Background: an optimization exercise with open tools, aiming at a short achievable clock period and few clock cycles. Do not read the settings as production practice.
In this exercise RTL edits were held to simulation tests only and were not proved equivalent to the original.
Power is estimated from default activity; no workload was simulated.

==> flow/design.v <==
`timescale 1ns / 1ps
module Risc_16_bit(
 input clk,
 input rst,
 output [15:0] imem_addr,
 input  [15:0] imem_data,
 output        dmem_we,
 output [2:0]  dmem_addr,
 output [15:0] dmem_wdata
);
 integer i;
 reg [7:0]  pc;
 reg [15:0] rf  [0:7];
 reg [15:0] rf_sh [0:7];       
 reg [15:0] mem [0:7];
 reg [15:0] e_a, e_b;          
 reg [15:0] e_asl, e_asr;      
 reg [15:0] e_bw;              
 reg [15:0] e_sh;              
 reg [15:0] e_nb;              
 reg        e_ci;              
 reg [2:0]  e_al;              
 reg [2:0]  e_tw [0:7];        
 reg [2:0]  e_dst;             
 reg        e_we;              
 reg        e_add, e_sub, e_not, e_sll, e_srl, e_and, e_or, e_slt, e_lw;
 reg        e_sw, e_beq, e_bne, e_pred;
 reg        e_early;           
 reg [2:0]  e_pa;
 reg        r_pend;
 reg [2:0]  r_addr;
 reg [15:0] r_data;
 reg [2:0]  e_imm;             
 reg [7:0]  e_pc1, e_tgt;      
 reg [15:0] w_res;
 reg [2:0]  w_dst;
 reg        w_we;
 assign imem_addr = {7'd0, pc, 1'b0};
 wire [15:0] ins = imem_data;
 wire [3:0]  op  = ins[15:12];
 wire [2:0]  rs  = ins[11:9];
 wire [2:0]  rt  = ins[8:6];
 wire f_j   = (op == 4'b1101);
 wire f_beq = (op == 4'b1011);
 wire f_bne = (op == 4'b1100);
 wire f_lw  = (op == 4'b0000);
 wire f_sw  = (op == 4'b0001);
 wire f_rtype = !(f_j | f_beq | f_bne | f_lw | f_sw);
 wire f_same = (rs == rt);
 wire f_pred = (f_bne & ~f_same) | (f_beq & (f_same | ins[5]));
 wire f_sll = (op == 4'b0101);
 wire f_srl = (op == 4'b0110);
 wire f_sub = (op == 4'b0011);
 wire f_slt = (op == 4'b1001);
 wire [7:0] pc1   = pc + 8'd1;
 reg [3:0] lo_k [0:7];         
 reg [4:0] h0_k [0:7];         
 reg [4:0] h1_k [0:7];         
 integer q;
 always @(*)
  for (q = 0; q < 8; q = q + 1) begin
   lo_k[q] = {1'b0, pc1[2:0]} + q[3:0];
   h0_k[q] = pc1[7:3] + {{2{q[2]}}, q[2:0]};
   h1_k[q] = pc1[7:3] + {{2{q[2]}}, q[2:0]} + 5'd1;
  end
 wire [3:0] t_lo = lo_k[ins[2:0]];
 wire [4:0] t_h0 = h0_k[ins[5:3]];
 wire [4:0] t_h1 = h1_k[ins[5:3]];
 wire [7:0] f_tgt = {t_lo[3] ? t_h1 : t_h0, t_lo[2:0]};
 wire eq = (e_a == e_b);
 wire e_taken = (e_beq & eq) | (e_bne & ~eq);
 wire e_mis = (e_beq | e_bne) & (e_taken != e_pred);
 wire [7:0] e_alt = e_pred ? e_pc1 : e_tgt;    
 wire [15:0] res;
 wire fe_a = e_we & (e_dst == rs);
 wire fe_b = e_we & (e_dst == rt);
 wire fw_a = w_we & (w_dst == rs);
 wire fw_b = w_we & (w_dst == rt);
 wire [15:0] o_a = fw_a ? w_res : rf[rs];    
 wire [15:0] f_a = fe_a ? res : o_a;
 wire [15:0] f_b = fe_b ? res : fw_b ? w_res : rf[rt];
 reg  [15:0] w_sh;
 always @(*)
  for (i = 0; i < 16; i = i + 1)
   w_sh[i] = ~|w_res[15:4] & (w_res[3:0] == i);
 wire [15:0] o_sh = fw_b ? w_sh : rf_sh[rt];
 wire f_hold = (f_sll | f_srl) & fe_b;
 wire s_hold = ~e_mis & f_hold;
 wire s_j    = ~e_mis & ~f_hold & f_j;
 wire s_tgt  = ~e_mis & ~f_hold & ~f_j & f_pred;
 wire s_seq  = ~e_mis & ~f_hold & ~f_j & ~f_pred;
 wire [7:0] pc_next = ({8{e_mis}} & e_alt) | ({8{s_hold}} & pc) |
                      ({8{s_j}} & ins[7:0]) | ({8{s_tgt}} & f_tgt) |
                      ({8{s_seq}} & pc1);
 wire [2:0]  ma = e_al + e_imm;
 reg  [7:0]  msel;
 always @(*)
  for (i = 0; i < 8; i = i + 1)
   msel[i] = (e_al == e_tw[i]);
 always @(posedge clk) begin
  if (rst) begin
   pc <= 8'd0;
   e_we <= 1'b0;
   {e_add, e_sub, e_not, e_sll, e_srl, e_and, e_or, e_slt, e_lw} <= 9'd0;
   {e_sw, e_beq, e_bne} <= 3'd0;
   w_we <= 1'b0;
  end else begin
   pc <= pc_next;
   w_we <= e_we;
   if (e_mis | f_hold) begin
    e_we <= 1'b0;
    {e_sw, e_beq, e_bne} <= 3'd0;
   end else begin
    e_we  <= f_lw | f_rtype;
    e_sw  <= f_sw;
    e_beq <= f_beq;
    e_bne <= f_bne;
   end
   e_add <= (op == 4'b0010) | (op == 4'b1010) | (op == 4'b1110) | (op == 4'b1111);
   e_sub <= f_sub;
   e_not <= (op == 4'b0100);
   e_sll <= f_sll;
   e_srl <= f_srl;
   e_and <= (op == 4'b0111);
   e_or  <= (op == 4'b1000);
   e_slt <= f_slt;
   e_lw  <= f_lw;
  end
 end
 always @(posedge clk) begin
  e_early <= ~fe_a;
  e_pa <= o_a[2:0] + ins[2:0];
  r_addr <= ma;
  r_data <= e_bw;
  e_a <= f_a;
  e_b <= f_b;
  e_asl <= f_sll ? f_a : 16'd0;
  e_asr <= f_srl ? f_a : 16'd0;
  e_bw <= f_sw ? f_b : 16'd0;
  e_sh <= (f_sll | f_srl) ? o_sh : 16'd0;
  e_nb <= (f_sub | f_slt) ? ~f_b : 16'd0;
  e_ci <= f_sub | f_slt;
  e_al <= (f_lw | f_sw) ? f_a[2:0] : 3'd0;
  for (i = 0; i < 8; i = i + 1)
   e_tw[i] <= i[2:0] - ins[2:0];
  e_imm <= ins[2:0];
  e_pc1 <= pc1;
  e_tgt <= f_tgt;
  e_pred <= f_pred;
  e_dst <= f_lw ? rt : ins[5:3];
  w_res <= res;
  w_dst <= e_dst;
 end
 assign dmem_we    = r_pend | (e_sw & e_early);
 assign dmem_addr  = r_pend ? r_addr : e_pa;
 assign dmem_wdata = r_pend ? r_data : e_bw;
 wire [15:0] a = e_a;
 wire [15:0] b = e_b;
 wire [15:0] sum, dif;
 wire        sco, dco;
 ks_add #(16) add_u (.x(a), .y(b),  .ci(1'b0), .s(sum), .co(sco));
 ks_add #(16) sub_u (.x(a), .y(e_nb), .ci(e_ci), .s(dif), .co(dco));
 wire        lt   = ~dco;             
 wire [15:0] sh1  = e_sh;
 wire        sll_ok = e_sll;
 wire        srl_ok = e_srl;
 wire [15:0] shl, shr, ld;
 genvar gj, gk;
 generate
  for (gj = 0; gj < 16; gj = gj + 1) begin : shb
   wire [15:0] tl, tr;
   for (gk = 0; gk < 16; gk = gk + 1) begin : t
    if (gk <= gj) begin : l
     assign tl[gk] = sh1[gk] & e_asl[gj-gk];
    end else begin : lz
     assign tl[gk] = 1'b0;
    end
    if (gj + gk < 16) begin : r
     assign tr[gk] = sh1[gk] & e_asr[gj+gk];
    end else begin : rz
     assign tr[gk] = 1'b0;
    end
   end
   assign shl[gj] = |tl;
   assign shr[gj] = |tr;
  end
  for (gj = 0; gj < 16; gj = gj + 1) begin : ldb
   wire [7:0] tm;
   for (gk = 0; gk < 8; gk = gk + 1) begin : t
    assign tm[gk] = msel[gk] & mem[gk][gj];
   end
   assign ld[gj] = |tm;
  end
  for (gj = 0; gj < 16; gj = gj + 1) begin : rb
   wire [8:0] tr;
   assign tr[0] = e_add & sum[gj];
   assign tr[1] = e_sub & dif[gj];
   assign tr[2] = e_not & ~a[gj];
   assign tr[3] = sll_ok & shl[gj];
   assign tr[4] = srl_ok & shr[gj];
   assign tr[5] = e_and & a[gj] & b[gj];
   assign tr[6] = e_or & (a[gj] | b[gj]);
   assign tr[7] = (gj == 0) ? (e_slt & lt) : 1'b0;
   assign tr[8] = e_lw & ld[gj];
   assign res[gj] = |tr;
  end
 endgenerate
 always @(posedge clk) begin
  if (rst) begin
   for (i = 0; i < 8; i = i + 1) begin
    rf[i]  <= 16'd0;
    rf_sh[i] <= 16'd1;
    mem[i] <= 16'd0;
   end
   r_pend <= 1'b0;
  end else begin
   r_pend <= e_sw & ~(e_early & ~r_pend);
   if (w_we) begin
    rf[w_dst] <= w_res;
    rf_sh[w_dst] <= w_sh;
   end
   for (i = 0; i < 8; i = i + 1)
    if (e_sw & msel[i]) mem[i] <= e_bw;
  end
 end
endmodule
`timescale 1ns / 1ps
module ks_add #(parameter W = 16) (
 input  [W-1:0] x,
 input  [W-1:0] y,
 input          ci,
 output [W-1:0] s,
 output         co
);
 localparam N = W + 1;
 localparam L = (N <= 2) ? 1 : (N <= 4) ? 2 : (N <= 8) ? 3 : (N <= 16) ? 4 : (N <= 32) ? 5 : 6;
 wire [N-1:0] g [0:L];
 wire [N-1:0] p [0:L];
 assign g[0] = {x & y, ci};
 assign p[0] = {x ^ y, 1'b0};
 genvar l, i;
 generate
  for (l = 0; l < L; l = l + 1) begin : lv
   for (i = 0; i < N; i = i + 1) begin : bt
    if (i >= (1 << l)) begin : m
     assign g[l+1][i] = g[l][i] | (p[l][i] & g[l][i-(1<<l)]);
     assign p[l+1][i] = p[l][i] & p[l][i-(1<<l)];
    end else begin : c
     assign g[l+1][i] = g[l][i];
     assign p[l+1][i] = p[l][i];
    end
   end
  end
 endgenerate
 assign s  = p[0][N-1:1] ^ g[L][N-2:0];
 assign co = g[L][N-1];
endmodule
Settings: LEC_CHECK=0, ABC_CLOCK_PERIOD_IN_PS=2000, CAP_MARGIN=20, CORE_MARGIN=2, CORE_UTILIZATION=40, SETUP_SLACK_MARGIN=4.0, SLEW_MARGIN=20; clock period 6.4 ns.
standard.sh (not shown) runs the stock make flow with config.mk's settings and CLKGATE_MAP_FILE= SYNTH_SCRIPT=/design/flow/synth_recipe.tcl, a recipe that flattens the netlist after the stock synthesis.
==> flow/flow/run.sh <==
#!/bin/bash
# The standard layout, with one synthesis change: no full/half adder cells
# (ADDER_MAP_FILE empty), so that ABC maps the adders as plain logic.
set -euo pipefail
bash standard.sh ADDER_MAP_FILE= finish > standard.log 2>&1
The starting point finished clean.
Testbench counts at the start, summed over its fixed seeds: cycles 24,993.
Next try:
--- a/flow/design.v
+++ b/flow/design.v
@@ -11,12 +11,11 @@
  integer i;
  reg [7:0]  pc;
  reg [15:0] rf  [0:7];
- reg [15:0] rf_sh [0:7];       
  reg [15:0] mem [0:7];
  reg [15:0] e_a, e_b;          
  reg [15:0] e_asl, e_asr;      
  reg [15:0] e_bw;              
- reg [15:0] e_sh;              
+ reg [15:0] e_bs;              
  reg [15:0] e_nb;              
  reg        e_ci;              
  reg [2:0]  e_al;              
@@ -71,6 +70,11 @@
  wire e_taken = (e_beq & eq) | (e_bne & ~eq);
  wire e_mis = (e_beq | e_bne) & (e_taken != e_pred);
  wire [7:0] e_alt = e_pred ? e_pc1 : e_tgt;    
+ wire s_j   = ~e_mis & f_j;
+ wire s_tgt = ~e_mis & ~f_j & f_pred;
+ wire s_seq = ~e_mis & ~f_j & ~f_pred;
+ wire [7:0] pc_next = ({8{e_mis}} & e_alt) | ({8{s_j}} & ins[7:0]) |
+                      ({8{s_tgt}} & f_tgt) | ({8{s_seq}} & pc1);
  wire [15:0] res;
  wire fe_a = e_we & (e_dst == rs);
  wire fe_b = e_we & (e_dst == rt);
@@ -79,19 +83,6 @@
  wire [15:0] o_a = fw_a ? w_res : rf[rs];    
  wire [15:0] f_a = fe_a ? res : o_a;
  wire [15:0] f_b = fe_b ? res : fw_b ? w_res : rf[rt];
- reg  [15:0] w_sh;
- always @(*)
-  for (i = 0; i < 16; i = i + 1)
-   w_sh[i] = ~|w_res[15:4] & (w_res[3:0] == i);
- wire [15:0] o_sh = fw_b ? w_sh : rf_sh[rt];
- wire f_hold = (f_sll | f_srl) & fe_b;
- wire s_hold = ~e_mis & f_hold;
- wire s_j    = ~e_mis & ~f_hold & f_j;
- wire s_tgt  = ~e_mis & ~f_hold & ~f_j & f_pred;
- wire s_seq  = ~e_mis & ~f_hold & ~f_j & ~f_pred;
- wire [7:0] pc_next = ({8{e_mis}} & e_alt) | ({8{s_hold}} & pc) |
-                      ({8{s_j}} & ins[7:0]) | ({8{s_tgt}} & f_tgt) |
-                      ({8{s_seq}} & pc1);
  wire [2:0]  ma = e_al + e_imm;
  reg  [7:0]  msel;
  always @(*)
@@ -107,7 +98,7 @@
   end else begin
    pc <= pc_next;
    w_we <= e_we;
-   if (e_mis | f_hold) begin
+   if (e_mis) begin
     e_we <= 1'b0;
     {e_sw, e_beq, e_bne} <= 3'd0;
    end else begin
@@ -137,7 +128,7 @@
   e_asl <= f_sll ? f_a : 16'd0;
   e_asr <= f_srl ? f_a : 16'd0;
   e_bw <= f_sw ? f_b : 16'd0;
-  e_sh <= (f_sll | f_srl) ? o_sh : 16'd0;
+  e_bs <= (f_sll | f_srl) ? f_b : 16'd0;
   e_nb <= (f_sub | f_slt) ? ~f_b : 16'd0;
   e_ci <= f_sub | f_slt;
   e_al <= (f_lw | f_sw) ? f_a[2:0] : 3'd0;
@@ -161,9 +152,10 @@
  ks_add #(16) add_u (.x(a), .y(b),  .ci(1'b0), .s(sum), .co(sco));
  ks_add #(16) sub_u (.x(a), .y(e_nb), .ci(e_ci), .s(dif), .co(dco));
  wire        lt   = ~dco;             
- wire [15:0] sh1  = e_sh;
- wire        sll_ok = e_sll;
- wire        srl_ok = e_srl;
+ wire        big  = |e_bs[15:4];
+ wire [15:0] sh1  = 16'd1 << e_bs[3:0];
+ wire        sll_ok = e_sll & ~big;
+ wire        srl_ok = e_srl & ~big;
  wire [15:0] shl, shr, ld;
  genvar gj, gk;
  generate
@@ -209,16 +201,12 @@
   if (rst) begin
    for (i = 0; i < 8; i = i + 1) begin
     rf[i]  <= 16'd0;
-    rf_sh[i] <= 16'd1;
     mem[i] <= 16'd0;
    end
    r_pend <= 1'b0;
   end else begin
    r_pend <= e_sw & ~(e_early & ~r_pend);
-   if (w_we) begin
-    rf[w_dst] <= w_res;
-    rf_sh[w_dst] <= w_sh;
-   end
+   if (w_we) rf[w_dst] <= w_res;
    for (i = 0; i < 8; i = i + 1)
     if (e_sw & msel[i]) mem[i] <= e_bw;
   end
The changed run passed the timing, design-rule and antenna checks.
Global-route usage increases by 0.72 points.
Die area decreases by about a fifth.
Final area came out lower by roughly a tenth.
Hold slack improved by 0.038 ns.
Worst setup slack gains 0.052 ns.
Power fell by about a fifth.
Synthesized cell count goes down by roughly a tenth.
Core utilization came out higher by 2.4 points.
Routed wire length shrinks by about a fifth.
Clock skew decreases by 0.015 ns.
Sequential share of layout area drops by 5.4 points.
Register-to-register slack is worse by 0.06 ns.
Critical path depth went up by 6.
Combinational power shrinks by a little under a tenth.
Testbench counts after the change, summed over its fixed seeds: cycles 24,801.

* * *

== rev 12 ==
Risc_16_bit, a different RTL version from the one above (not shown whole).
Size in the first run: roughly 2900 cells after synthesis.
Design Risc_16_bit, start of the top module:
module Risc_16_bit(
 input clk,
 input rst,
 output [15:0] imem_addr,
 input  [15:0] imem_data,
 output        dmem_we,
 output [2:0]  dmem_addr,
 output [15:0] dmem_wdata
);
Settings: LEC_CHECK=0, ABC_CLOCK_PERIOD_IN_PS=2000, CAP_MARGIN=20, CORE_MARGIN=2, CORE_UTILIZATION=40, SETUP_SLACK_MARGIN=4.0, SLEW_MARGIN=20; clock period 6.4 ns.
Scripts as last shown in full above: flow/flow/run.sh
Testbench counts of rev 12, summed over its fixed seeds: cycles 24,993.
Setup changes, rev 12 to rev 13
--- a/flow/design.v
+++ b/flow/design.v
@@ -10,15 +10,16 @@
 );
  integer i;
  reg [7:0]  pc;
  reg [15:0] rf  [0:7];
  reg [15:0] rf_sh [0:7];       
  reg [15:0] mem [0:7];
  reg [15:0] e_a, e_b;          
- reg [15:0] e_as;              
+ reg [15:0] e_asl, e_asr;      
+ reg [15:0] e_bw;              
  reg [15:0] e_sh;              
  reg [15:0] e_nb;              
  reg        e_ci;              
  reg [2:0]  e_al;              
  reg [2:0]  e_tw [0:7];        
  reg [2:0]  e_dst;             
  reg        e_we;              
@@ -103,41 +104,42 @@
    {e_sw, e_beq, e_bne} <= 3'd0;
    w_we <= 1'b0;
   end else begin
    pc <= pc_next;
    w_we <= e_we;
    if (e_mis | f_hold) begin
     e_we <= 1'b0;
-    {e_add, e_sub, e_not, e_sll, e_srl, e_and, e_or, e_slt, e_lw} <= 9'd0;
     {e_sw, e_beq, e_bne} <= 3'd0;
    end else begin
     e_we  <= f_lw | f_rtype;
-    e_add <= (op == 4'b0010) | (op == 4'b1010) | (op == 4'b1110) | (op == 4'b1111);
-    e_sub <= f_sub;
-    e_not <= (op == 4'b0100);
-    e_sll <= f_sll;
-    e_srl <= f_srl;
-    e_and <= (op == 4'b0111);
-    e_or  <= (op == 4'b1000);
-    e_slt <= f_slt;
-    e_lw  <= f_lw;
     e_sw  <= f_sw;
     e_beq <= f_beq;
     e_bne <= f_bne;
    end
+   e_add <= (op == 4'b0010) | (op == 4'b1010) | (op == 4'b1110) | (op == 4'b1111);
+   e_sub <= f_sub;
+   e_not <= (op == 4'b0100);
+   e_sll <= f_sll;
+   e_srl <= f_srl;
+   e_and <= (op == 4'b0111);
+   e_or  <= (op == 4'b1000);
+   e_slt <= f_slt;
+   e_lw  <= f_lw;
   end
  end
  always @(posedge clk) begin
   e_early <= ~fe_a;
   e_pa <= o_a[2:0] + ins[2:0];
   r_addr <= ma;
-  r_data <= e_b;
+  r_data <= e_bw;
   e_a <= f_a;
   e_b <= f_b;
-  e_as <= (f_sll | f_srl) ? f_a : 16'd0;
+  e_asl <= f_sll ? f_a : 16'd0;
+  e_asr <= f_srl ? f_a : 16'd0;
+  e_bw <= f_sw ? f_b : 16'd0;
   e_sh <= (f_sll | f_srl) ? o_sh : 16'd0;
   e_nb <= (f_sub | f_slt) ? ~f_b : 16'd0;
   e_ci <= f_sub | f_slt;
   e_al <= (f_lw | f_sw) ? f_a[2:0] : 3'd0;
   for (i = 0; i < 8; i = i + 1)
    e_tw[i] <= i[2:0] - ins[2:0];
   e_imm <= ins[2:0];
@@ -145,15 +147,15 @@
   e_pred <= f_pred;
   e_dst <= f_lw ? rt : ins[5:3];
   w_res <= res;
   w_dst <= e_dst;
  end
  assign dmem_we    = r_pend | (e_sw & e_early);
  assign dmem_addr  = r_pend ? r_addr : e_pa;
- assign dmem_wdata = r_pend ? r_data : e_b;
+ assign dmem_wdata = r_pend ? r_data : e_bw;
  wire [15:0] a = e_a;
  wire [15:0] b = e_b;
  wire [15:0] sum, dif;
  wire        sco, dco;
  ks_add #(16) add_u (.x(a), .y(b),  .ci(1'b0), .s(sum), .co(sco));
  ks_add #(16) sub_u (.x(a), .y(e_nb), .ci(e_ci), .s(dif), .co(dco));
  wire        lt   = ~dco;             
@@ -163,20 +165,20 @@
  wire [15:0] shl, shr, ld;
  genvar gj, gk;
  generate
   for (gj = 0; gj < 16; gj = gj + 1) begin : shb
    wire [15:0] tl, tr;
    for (gk = 0; gk < 16; gk = gk + 1) begin : t
     if (gk <= gj) begin : l
-     assign tl[gk] = sh1[gk] & e_as[gj-gk];
+     assign tl[gk] = sh1[gk] & e_asl[gj-gk];
     end else begin : lz
      assign tl[gk] = 1'b0;
     end
     if (gj + gk < 16) begin : r
-     assign tr[gk] = sh1[gk] & e_as[gj+gk];
+     assign tr[gk] = sh1[gk] & e_asr[gj+gk];
     end else begin : rz
      assign tr[gk] = 1'b0;
     end
    end
    assign shl[gj] = |tl;
    assign shr[gj] = |tr;
   end
@@ -212,15 +214,15 @@
   end else begin
    r_pend <= e_sw & ~(e_early & ~r_pend);
    if (w_we) begin
     rf[w_dst] <= w_res;
     rf_sh[w_dst] <= w_sh;
    end
    for (i = 0; i < 8; i = i + 1)
-    if (e_sw & msel[i]) mem[i] <= e_b;
+    if (e_sw & msel[i]) mem[i] <= e_bw;
   end
  end
 endmodule
 `timescale 1ns / 1ps
 module ks_add #(parameter W = 16) (
  input  [W-1:0] x,
  input  [W-1:0] y,
### Flow results
Rev 12 -> rev 13: area enclosed by the die boundary increased by a few percent. Compared with rev 12, rev 13 shows a hold slack that is 33 ps higher. Rev 13 against rev 12: worst setup slack for register-to-register paths -70 ps, portion of total power attributed to combinational logic -1.0 points, count of inserted antenna diode cells +2, length of routed met3 wiring -1900 um.
Testbench counts of rev 13, summed over its fixed seeds: cycles 24,993.

## afterwards: timing with drivers on the ports
No port has a modelled driver above. Below, the same layouts with a new extraction and two added sets of constraints.
Step 1 (the two cells are an assumption about what drives the block):
set clk [get_ports {clk}]
set_driving_cell -lib_cell sky130_fd_sc_hd__clkbuf_16 $clk
set_driving_cell -lib_cell sky130_fd_sc_hd__buf_2 [delete_from_list [all_inputs] $clk]
Step 2, shift: input delay + t, output delay - t, t = (earliest + latest rising clock arrival at the registers) / 2. This alone moves slack from input paths to output paths.
Three values: no drivers, after step 1, after step 2; two values: the first two.
| run | t (ns) | setup slack, ns | hold WS [ns] | worst slew at a driven data input, ns | cell pins on the clock port's net |
|---|---|---|---|---|---|
| the first run of note 1 | 0.682 | 3.347 / 3.285 / 3.038 | 0.391 / 0.391 / 0.391 | 0.23 | 1 |
| the second run of note 1 | 0.663 | 3.400 / 3.360 / 3.142 | 0.429 / 0.429 / 0.429 | 0.14 | 1 |
| rev 12 | 0.726 | 3.314 / 3.241 / 2.971 | 0.393 / 0.393 / 0.393 | 0.24 | 1 |
| rev 13 | 0.668 | 3.467 / 3.407 / 3.051 | 0.426 / 0.426 / 0.426 | 0.22 | 1 |
After both steps setup and hold are still met in every run listed. For rev 13, which loses most, drivers alone change the setup slack by -0.060 ns; drivers and shift together by -0.416 ns.
